From an optimization exercise on the open Yosys and OpenROAD flow, aimed at small area, a short achievable clock period and few clock cycles per item; shortcuts taken in it are not production practice. Only simulation tests tie the RTL to the original design; equivalence was not proved. No activity file was given, so power comes from the tool's default toggle rates.

==> flow/design.v, too long to show whole: its modules and the start of the top module <==
// module mul_core: 1471 lines
// module mul_fu: 96 lines
// module add_or_hold: 682 lines
// module fa_c: 4 lines
// module ha_c: 4 lines
// module oai22: 3 lines
// module xor2: 3 lines
// module xnor2: 3 lines
// module inv1: 3 lines
// module nand2c: 3 lines
// module nor2c: 3 lines
// module aoi21: 3 lines
// module oai21: 3 lines
// module gen_g: 3 lines
// module mux2c: 3 lines
// module mux2i: 3 lines
module mul_fu (
    input  logic        clk,
    input  logic        rst_n,
    input  logic        in_valid,
    input  logic [3:0]  in_ctrl,
    input  logic [31:0] in_a,
    input  logic [31:0] in_b,
    input  logic [6:0]  in_tag,
    output logic        in_ready,
    output logic        out_req,
    output logic [6:0]  out_tag,
    output logic [31:0] out_data,
    input  logic        out_grant
);
  // ...
==> flow/flow/run.sh <==
#!/bin/bash
# Standard ORFS layout (the standard.sh), with the port buffers made plain
# buffers (buf_2) instead of the delay buffer buffer_ports picks by default.
set -euo pipefail
bash standard.sh synth > synth.log 2>&1
bash standard.sh BUFFER_PORTS_ARGS="-buffer_cell sky130_fd_sc_hd__buf_2" finish > layout.log 2>&1
==> flow/standard.sh <==
#!/bin/bash
# synth_recipe.tcl (not shown) runs the flow's synth.tcl, then flattens the netlist and writes it again
# the make line also repeats each setting of config.mk as NAME=value (left out here)
make -C /OpenROAD-flow-scripts/flow DESIGN_CONFIG=/design/flow/config.mk WORK_HOME=/design/flow/orfs CLKGATE_MAP_FILE= SYNTH_SCRIPT=/design/flow/synth_recipe.tcl "${@:-finish}"
==> flow/config.mk <==
export PLATFORM = sky130hd
export DESIGN_NAME = mul_fu
export DESIGN_NICKNAME = mul_fu
export VERILOG_FILES = /design/flow/design.v
export SDC_FILE = /design/flow/constraint.sdc
export NUM_CORES = 4
export LEC_CHECK = 0
export ABC_CLOCK_PERIOD_IN_PS = 2500
export CAP_MARGIN = 30
export CORE_MARGIN = 2
export CORE_UTILIZATION = 60
export CTS_BUF_LIST = sky130_fd_sc_hd__clkbuf_4 sky130_fd_sc_hd__clkbuf_8
export CTS_CLUSTER_DIAMETER = 50
export CTS_CLUSTER_SIZE = 16
export SLEW_MARGIN = 50
export SYNTH_HIERARCHICAL = 1
export SYNTH_MINIMUM_KEEP_SIZE = 0
==> flow/constraint.sdc <==
create_clock -name core_clock -period 10.0 [get_ports {clk}]
set_input_delay 2.0000 -clock core_clock [delete_from_list [all_inputs] [get_ports {clk}]]
set_output_delay 2.0000 -clock core_clock [all_outputs]
set_load 0.01 [all_outputs]
==> impl_metrics.env, run 1 <==
export IMPL_status="timing/DRC/antenna clean"
export IMPL_postSynthAreaPerCell_um2=12.3
export IMPL_totalWireLength_um=53200
export IMPL_coreArea_mm2=0.0345
export IMPL_cts_resized=0
export IMPL_p_int_mw=3.96
export IMPL_fill_cells=2758
export IMPL_final_cell_mix="xor2_1 (324), o22ai_1 (256), edfxtp_1 (230)"
export IMPL_ys_warn_count=7
export IMPL_ff2ff_path_depth=7
export IMPL_p_clk_uw=899
export IMPL_antenna_found_initial=0
export IMPL_path_cells="buf_4 -> o22ai_1 -> xor2_1 -> fa_1 -> fa_1 -> fa_1 -> fa_1"
export IMPL_yosysMostFrequentCell="xor2_1"
export IMPL_hold_class="flop to flop"
export IMPL_synthAdderAreaFrac_pct=22.0
export IMPL_peakVddDrop_uv=328
export IMPL_yosysSeqAreaShare_pct=37.3
export IMPL_use_met3_pct=6.96
export IMPL_postCtsSetupRepairBufs=0
export IMPL_grt_max_degree=79
export IMPL_synthMuxAreaShare_pct=2.02
export IMPL_final_max_slew_viol_count=0
export IMPL_rrSetupSlack_ns=6.49
export IMPL_io_pins=120
export IMPL_drc=0
export IMPL_p_sw_share_pct=47.4
export IMPL_rsz0062_at_grt="no"
export IMPL_crit_start="s1_an[10]"
export IMPL_inv_count=15
export IMPL_cp_data_arrival_time_ns=3.83
Testbench counts, summed over its fixed seeds: cycles 2,374, items 2,048.
==> inputs of run 2 (changes only) <==
--- a/flow/config.mk
+++ b/flow/config.mk
@@ -12,4 +12,2 @@
 export CTS_BUF_LIST = sky130_fd_sc_hd__clkbuf_4 sky130_fd_sc_hd__clkbuf_8
-export CTS_CLUSTER_DIAMETER = 50
-export CTS_CLUSTER_SIZE = 16
 export SLEW_MARGIN = 50
==> impl_metrics.env, run 2 <==
export IMPL_required_ns=10.35
export IMPL_peakVddDrop_uv=334
export IMPL_synth_cell_types=34
export IMPL_yosysTopAreaCell="edfxtp_1"
export IMPL_finalNonFillerCells=2264
export IMPL_final_max_slew_viol_count=0
export IMPL_syn_area_mm2=0.0211
export IMPL_ys_top_cells_by_area="edfxtp_1 (33%), fa_1 (20%), xor2_1 (13%), o22ai_1 (7.6%), buf_4 (5.7%)"
export IMPL_drive_gt1_share_pct=18.9
export IMPL_finalHoldViolCount=0
export IMPL_fin_crit_ns=3.49
export IMPL_crit_start="s1_an[10]"
export IMPL_die_height_um=191
export IMPL_pre_cts_slack_ns=6.48
export IMPL_regMostFlops="s2_mid"
export IMPL_tightest_slew_ns=0.738
export IMPL_synth_ff_type="edfxtp_1"
export IMPL_synthCells=1718
export IMPL_cts_root_buf="clkbuf_8"
export IMPL_maxCapViolations=0
export IMPL_antenna_found_initial=0
export IMPL_cp_max_fo=12
export IMPL_die_area_mm2=0.0366
export IMPL_final_cell_area_mm2=0.0224
export IMPL_synth_edf_count=230
export IMPL_power_density_mw_per_mm2=343
export IMPL_drc=0
export IMPL_cts_tree="done"
export IMPL_fin_skew_ns=0.0209
export IMPL_met2_usage_pct=46.7
export IMPL_rsz0062_at_grt="no"
export IMPL_yosysSeqAreaShare_pct=37.3
export IMPL_hold_class="flop to flop"
export IMPL_cp_top_family="adder cells"
export IMPL_ys_warn_count=7
export IMPL_reg2reg_from="s1_an[10]"
export IMPL_grt_pass1_wl_um=83100
export IMPL_clk_path_buf_depth=3
export IMPL_final_core_util_pct=64.8
export IMPL_diodes=0
export IMPL_crit_top_cell="fa_1"
export IMPL_postCtsSetupRepairBufs=0
export IMPL_cts_resized=0
export IMPL_ys_ff_latch=278
export IMPL_relSlewSlack_pct=50.8
export IMPL_num_vias=14100
export IMPL_path_cells="buf_4 -> o22ai_1 -> xor2_1 -> fa_1 -> fa_1 -> fa_1 -> fa_1"
export IMPL_holdBufCountCts=0
export IMPL_gp_congestion=0.912
export IMPL_async_flop_share_pct=0
export IMPL_grt_overflow=0
export IMPL_vias_per_cell=6.24
export IMPL_placed_cells=2176
export IMPL_p_leak_nw=8.81
export IMPL_crit_path_start_kind="flop"
export IMPL_drt_iter0_markers=1488
export IMPL_placementRows=68
export IMPL_max_freq_ghz=0.287
export IMPL_start_util_pct=61.0
export IMPL_layout_commonest_cell="xor2_1"
export IMPL_grt_util_met1_pct=40.3
export IMPL_die_w_um=191
export IMPL_clock_latency_ns=0.63
export IMPL_cp_num_cells=7
export IMPL_dp_hpwl_um=36900
export IMPL_final_setup_tns_ns=0
export IMPL_yosysMostFrequentCell="xor2_1"
export IMPL_area_growth_pct=6.29
export IMPL_netlist_top_cells_count="xor2_1 (324), o22ai_1 (256), edfxtp_1 (230)"
export IMPL_detail_route_antenna_nets=0
export IMPL_firstDrtPassIters=6
export IMPL_grt_pass1_vias=14700
export IMPL_crit_buf_inv=1
export IMPL_place_area_mm2=0.0214
export IMPL_rrSetupSlack_ns=6.51
export IMPL_hold_ws_ns=0.422
export IMPL_grt_usage_pct=30.1
export IMPL_finalPower_mw=7.69
export IMPL_postSynthAreaPerCell_um2=12.3
export IMPL_critPathKind="flop to flop"
export IMPL_io_buffers=119
export IMPL_largest_reg_flops=97
export IMPL_cp_data_arrival_time_ns=3.84
export IMPL_crit_path_end="s2_mid[84]"
export IMPL_grt_max_degree=79
export IMPL_cts_made_buffers=46
export IMPL_cp_end_kind="flop"
export IMPL_nets=2096
export IMPL_use_met3_pct=6.94
export IMPL_status="timing/DRC/antenna clean"
export IMPL_layout_setup_ws_ns=6.51
export IMPL_critPathMaxStageDelay_ns=0.61
export IMPL_yosys_area_top_type_share_pct=32.8
export IMPL_drt_wirelength_per_cell_um=23.6
export IMPL_period_share_pct=34.9
export IMPL_grt_busiest_layer="met2"
export IMPL_coreArea_mm2=0.0345
export IMPL_clkTransAtPathRegs_ns=0.06
export IMPL_ff2ff_path_depth=7
export IMPL_totalWireLength_um=53400
export IMPL_cts_max_level=2
export IMPL_io_pins=120
export IMPL_finalSetupViolCount=0
export IMPL_cpMaxStageDelayCell="edfxtp_1"
export IMPL_r2r_end="s2_mid[84]"
export IMPL_clock_sinks=278
export IMPL_final_cell_mix="xor2_1 (324), o22ai_1 (256), edfxtp_1 (230)"
run 2: cell types whose count changed in the layout (fill, tap and decap cells not counted), sizes merged:
cell	previous run	this run
clkbuf	39	69
inv	23	17
clkinv	16	12
buf	171	170
bufinv	1	2
clkinvlp	0	1
run 2: worst min-delay path by stage:
stage | start | endpoint | slack (ns) | cells after the start
finish | s1_tag[3] | s2_tag[3] | 0.42 | 0
global route | s1_tag[5] | s2_tag[5] | 0.42 | 0
CTS | s1_tag[3] | s2_tag[3] | 0.42 | 0
detailed placement | s1_tag[5] | s2_tag[5] | 0.41 | 0
global placement | s1_tag[1] | s2_tag[1] | 0.40 | 0
floorplan | s1_tag[0] | s2_tag[0] | 0.40 | 0
run 2: cells by family (layout without fill, tap and decap cells):
family / Yosys count / in the layout / share of synthesized area, %
AOI/OAI and AO/OA: 404 / 404 / 12.4
xor gates and xnor gates: 350 / 350 / 14.6
adders and majority gates: 244 / 244 / 22.0
buffers and inverters: 182 / 271 / 6.31
DFF: 278 / 278 / 37.3
muxes: 41 / 41 / 2.02
other: 1 / 3 / 0.0178
and+or+nand+nor: 218 / 218 / 5.26
run 2: per-layer routing:
metal  part of all wire, %  up-vias  wire length (µm)
met1                    42     7018             22400
met2                    45      777             24200
met4                   3.9        0              2070
li1                      -     6178                 -
met3                   8.8      163              4710
met5                     0        -                 0
run 2: cell type report:
class | count | area, µm²
flip-flops and latches | 278 | 7870
fillers | 2744 | 12200
well taps | 455 | 569
repair buffers | 172 | 1030
clock inverters | 17 | 145
multi-input cells | 1260 | 11900
inverters | 15 | 56.3
clock buffers | 67 | 816
run 2: modules after synthesis, one instance, submodules excluded, a selection:
module,flip-flops and latches,cells
mux2i,0,1
aoi21,0,1
inv1,0,1
nor2c,0,1
gen_g,0,1
ha_c,0,1
nand2c,0,1
mul_fu,278,417
oai22,0,1
mul_core,0,180
run 2: power breakdown:
part | switching, mW | internal, mW
clock | 0.463 | 0.580
combinational | 2.92 | 1.66
sequential | 0.168 | 1.90

## port drivers added, routing unchanged
The results above use ideal ports. As a check the final layouts listed here were re-extracted and re-timed, cells and wires unchanged. Step 1 assumes that a clkbuf_16 drives the clock port and a buf_2 every other input. Step 2 also shifts input and output timing later by t, the mid clock arrival at the registers, as if the neighbouring blocks saw the same clock. Slacks: ideal ports / drivers / drivers and shift; pairs: ideal ports / drivers.
| run | t, ns | setup slack, ns | slew at the worst register clock pin (ns) | worst slew at a driven data input, ns | pins driven straight from the clock port |
|---|---|---|---|---|---|
| run 1 | 0.649 | 6.493 / 6.493 / 6.493 | 0.10 / 0.10 | 0.03 | 1 |
| run 2 | 0.675 | 6.513 / 6.513 / 6.513 | 0.07 / 0.07 | 0.03 | 1 |
After both steps setup and hold are still met in every run listed.
